Context: an optimization exercise on an open-source flow, tuned for small area, a short achievable clock period and few clock cycles per item. The choices shown serve that exercise and are no tape-out recipe. Only simulation tests tie the RTL to the original design; equivalence was not proved. Power and IR drop assume default switching activity.

Setup of juniper:
// single_prec_mult
module single_prec_mult
  (
    input  wire        clk,
    input  wire        reset,
    input  wire        start,
    input  wire [31:0] a,
    input  wire [31:0] b,
    output wire [31:0] product,
    output reg         mult_done
  );
wire        prod0 = (a[30:0] == 31'd0) || (b[30:0] == 31'd0);
wire [24:0] p;                    
reg  [ 7:0] e_q;                  
reg         s_q;
reg         z_q;
always @(posedge clk, posedge reset)
  if (reset)
    mult_done <= 1'b0;
  else if (start)
    mult_done <= 1'b1;
always @(posedge clk)
  if (start) begin
    e_q <= a[30:23] + b[30:23] + 8'd129;
    s_q <= a[31] ^ b[31];
    z_q <= prod0;
  end
mant_pipe mant_pipe (.clk(clk), .en(start), .x(a[22:0]), .y(b[22:0]), .p(p));
wire        sel_hi = ~z_q &  p[24];
wire        sel_lo = ~z_q & ~p[24];
wire [ 7:0] e_inc  = e_q + 8'd1;
wire [ 7:0] o_exp  = ({8{sel_hi}} & e_inc) | ({8{sel_lo}} & e_q);
wire [22:0] o_man  = ({23{sel_hi}} & p[23:1]) | ({23{sel_lo}} & p[22:0]);
assign product = {s_q, o_exp, o_man};
endmodule
For scale: ~1700 cells after synthesis, roughly 0.017 mm² of cells after synthesis.
clock: 5.0 ns
lec_check: 0
abc_area: 1
cap_margin: 20
core_margin: 2
core_utilization: 70
cts_buf_list: sky130_fd_sc_hd__clkbuf_4 sky130_fd_sc_hd__clkbuf_8
place_density: 0.8
setup_slack_margin: 0.25
slew_margin: 20
standard.sh (not shown) runs the stock make flow with config.mk's settings and CLKGATE_MAP_FILE= SYNTH_SCRIPT=/design/flow/synth_recipe.tcl, a recipe that flattens the netlist after the stock synthesis.
==> flow/flow/run.sh <==
#!/bin/bash
# Standard layout with two changes:
#  - the port buffers are buf_2 cells rather than the resizer's default pick
#    (a slow delay buffer);
#  - after the standard synthesis, polarity.py flips full adders (which are
#    self-dual) and swaps XOR/XNOR gates to remove inverters around them;
#    registers are untouched.
set -euo pipefail
export BUFFER_PORTS_ARGS="-buffer_cell sky130_fd_sc_hd__buf_2"
R="$PWD/orfs/results/$FLOW_PLATFORM/single_prec_mult/base"
bash standard.sh "$R/1_2_yosys.v" > synth.log 2>&1
python3 flow/polarity.py "$R/1_2_yosys.v" "$R/1_2_yosys.pol.v" > polarity.log 2>&1
cp "$R/1_2_yosys.v" "$R/1_2_yosys.std.v"
mv "$R/1_2_yosys.pol.v" "$R/1_2_yosys.v"
bash standard.sh > standard.log 2>&1
Other scripts of this flow, unchanged in this note and not shown: flow/flow/polarity.py
Testbench counts of juniper, summed over its fixed seeds: cycles 2,048, items 2,048.
Setup changes, juniper to harbor
- SETUP_SLACK_MARGIN: 0.25 -> 0.1
Findings:
Compared with juniper, harbor shows a higher tightest hold margin. On harbor: areal power density over the cells is about 0.7% lower than what juniper gave. Cmp harbor and juniper / synthesis-to-layout area growth / higher: juniper.
Changes in tundra relative to harbor:
- a change of CORE_UTILIZATION from 70 to 66
- a change of PLACE_DENSITY from 0.8 to 0.74
Findings:
harbor and tundra ended up with nearly the same design area.
Delay of the slowest critical-path stage on tundra is up relative to harbor.
Sequential share of layout area essentially unchanged between harbor and tundra.
Maximum frequency: tundra vs harbor — no meaningful difference

* * *

Setup of v21:
Another version of the RTL of single_prec_mult (not shown whole).
Size: ~2300 cells after synthesis, roughly 93 flip-flops, ~19000 um2 of cells after synthesis.
==> flow/design.v (excerpt) <==
module single_prec_mult
  (
    input  wire        clk,
    input  wire        reset,
    input  wire        start,
    input  wire [31:0] a,
    input  wire [31:0] b,
    output wire [31:0] product,
    output reg         mult_done
  );
wire        prod0 = (a[30:0] == 31'd0) || (b[30:0] == 31'd0);
wire [24:0] p;                    
reg  [ 7:0] e_q;                  
reg         s_q;
reg         z_q;
always @(posedge clk, posedge reset)
  if (reset)
    mult_done <= 1'b0;
  else if (start)
    mult_done <= 1'b1;
always @(posedge clk)
  if (start) begin
    e_q <= a[30:23] + b[30:23] + 8'd129;
    s_q <= a[31] ^ b[31];
    z_q <= prod0;
  end
mant_pipe mant_pipe (.clk(clk), .en(start), .x(a[22:0]), .y(b[22:0]), .p(p));
wire [ 7:0] e_inc = e_q + 8'd1;
wire [ 7:0] o_exp = p[24] ? e_inc : e_q;
wire [22:0] o_man = p[24] ? p[23:1] : p[22:0];
assign product = z_q ? {s_q, 31'd0} : {s_q, o_exp, o_man};
endmodule
clock: 5.0 ns
lec_check: 0
abc_area: 1
cap_margin: 20
core_margin: 2
core_utilization: 60
place_density: 0.72
setup_slack_margin: 1.0
slew_margin: 20
run.sh (not shown) runs the stock make flow with config.mk's settings and CLKGATE_MAP_FILE= SYNTH_SCRIPT=/design/flow/synth_recipe.tcl, a recipe that flattens the netlist after the stock synthesis.
Stock flow here: none of the scripts above is used.
v21 did not finish; a tool error ended it in global routing (5_1_grt).
Testbench counts of v21, summed over its fixed seeds: cycles 2,048, items 2,048.
## Diff of input files: v9 against v21
==> flow/flow/run.sh (new file) <==
#!/bin/bash
# Standard layout, but the port buffers use buf_2 instead of the resizer's
# default pick (a slow delay buffer).
set -euo pipefail
export BUFFER_PORTS_ARGS="-buffer_cell sky130_fd_sc_hd__buf_2"
bash standard.sh > standard.log 2>&1
==> flow/standard.sh (new file) <==
#!/bin/bash
# synth_recipe.tcl (not shown) runs the flow's synth.tcl, then flattens the netlist and writes it again
# the make line also repeats each setting of config.mk as NAME=value (left out here)
make -C /OpenROAD-flow-scripts/flow DESIGN_CONFIG=/design/flow/config.mk WORK_HOME=/design/flow/orfs CLKGATE_MAP_FILE= SYNTH_SCRIPT=/design/flow/synth_recipe.tcl "${@:-finish}"
--- a/flow/config.mk
+++ b/flow/config.mk
@@ -13 +13 @@
-export SETUP_SLACK_MARGIN = 1.0
+export SETUP_SLACK_MARGIN = 0.1
removed: flow/run.sh
[summary]
Post-synthesis cell count: v9 vs v21 identical
In summary, v9 completed successfully, with a layout that passed the timing, design-rule and antenna checks.
Diff v9..v21 | number of distinct library cells after synthesis | unchanged
v21 -> v9: post-synthesis instance area delta 0, exact match
Compare v9 and v21 | count of cells resized by post-cts repair lower: v9
v9 vs. v21: die boundary width has remained practically unchanged; post-detailed-placement cell area has decreased; sum of net half-perimeters after detailed placement has decreased.
I/O pin count came out exactly the same in v9 and v21.
Number of placed instances with taps included ends up higher on v21.
Side by side, final weighted congestion of routability-driven global placement turned out lower in v9 than in v21.
Here is what was changed in the inputs of v44 compared with v9.
==> flow/run.sh (new file) <==
#!/bin/bash
# synth_recipe.tcl (not shown) runs the flow's synth.tcl, then flattens the netlist and writes it again
# the make line also repeats each setting of config.mk as NAME=value (left out here)
make -C /OpenROAD-flow-scripts/flow DESIGN_CONFIG=/design/flow/config.mk WORK_HOME=/design/flow/orfs CLKGATE_MAP_FILE= SYNTH_SCRIPT=/design/flow/synth_recipe.tcl finish
removed: flow/flow/run.sh
removed: flow/standard.sh
v44: no failed stages, no open violations at the end. Final critical path time including I/O delays and setup (v44 over v9): increase, 0.24 ns. Compared with v9, v44 shows a global-route usage that is 1.1 points higher. Area taken by multi-input logic gates, v44 vs v9: up slightly. The higher fraction of cell area in non-clock buffers came out of v44. v9 reports its endpoint of the worst setup timing path as mant_pipe.cut_q[28]$_DFFE_PP_ while v44 reports mant_pipe.cut_q[19]$_DFFE_PP_.
The following lists how v19 was set up differently from v44:
--- a/flow/config.mk
+++ b/flow/config.mk
@@ -13 +13 @@
-export SETUP_SLACK_MARGIN = 0.1
+export SETUP_SLACK_MARGIN = 0.5
Notes after the runs:
v19 vs v44: total power consumption of the routed design up
v19 vs v44 — via count of the first global-routing pass rose 4.4%.
Master of the slowest instance on the critical path: fa_2 -> v19, inv_1 -> v44
v44 has a higher number of clock buffer instances in the layout than v19.
v19 improves on v44 in worst hold slack after final layout.
Density: v19 denser than v44
[compare] base=v44 new=v19: routed wire length went up, minimum clock period went down, final cell count went up.
[compare] base=v44 new=v19: layout-stage area growth over the synthesis result has increased; share of cell area taken by flip-flops and latches shrank by 0.98 points.

static timing again, ports no longer ideal:
In the flow no input, the clock included, has a driving cell. The finished layouts below were timed again as built, in two steps. Step 1 sets driving cells, clkbuf_16 on the clock port and buf_2 on the other inputs (assumed; they add their load-dependent delay and slew). Step 2, shift: input delay + t, output delay - t, t = (earliest + latest rising clock arrival at the registers) / 2. This alone moves slack from input paths to output paths. a / b / c = ideal ports / drivers / drivers and shift; a / b = the first two.
run	t (ns)	setup WS [ns]	worst register clock-pin slew, ns
juniper	0.434	0.290 / 0.247 / 0.004	0.11 / 0.11
harbor	0.427	0.382 / 0.338 / -0.002	0.11 / 0.11
tundra	0.429	0.375 / 0.332 / 0.022	0.11 / 0.11
v9	0.409	0.364 / 0.398 / -0.011	0.08 / 0.08
v44	0.407	0.125 / 0.106 / -0.243	0.07 / 0.07
v19	0.416	0.439 / 0.385 / 0.116	0.09 / 0.09
Met with ideal ports but missed after step 2: setup timing in harbor, v9 and v44. For harbor, which loses most, drivers alone change the setup slack by -0.044 ns; drivers and shift together by -0.384 ns.
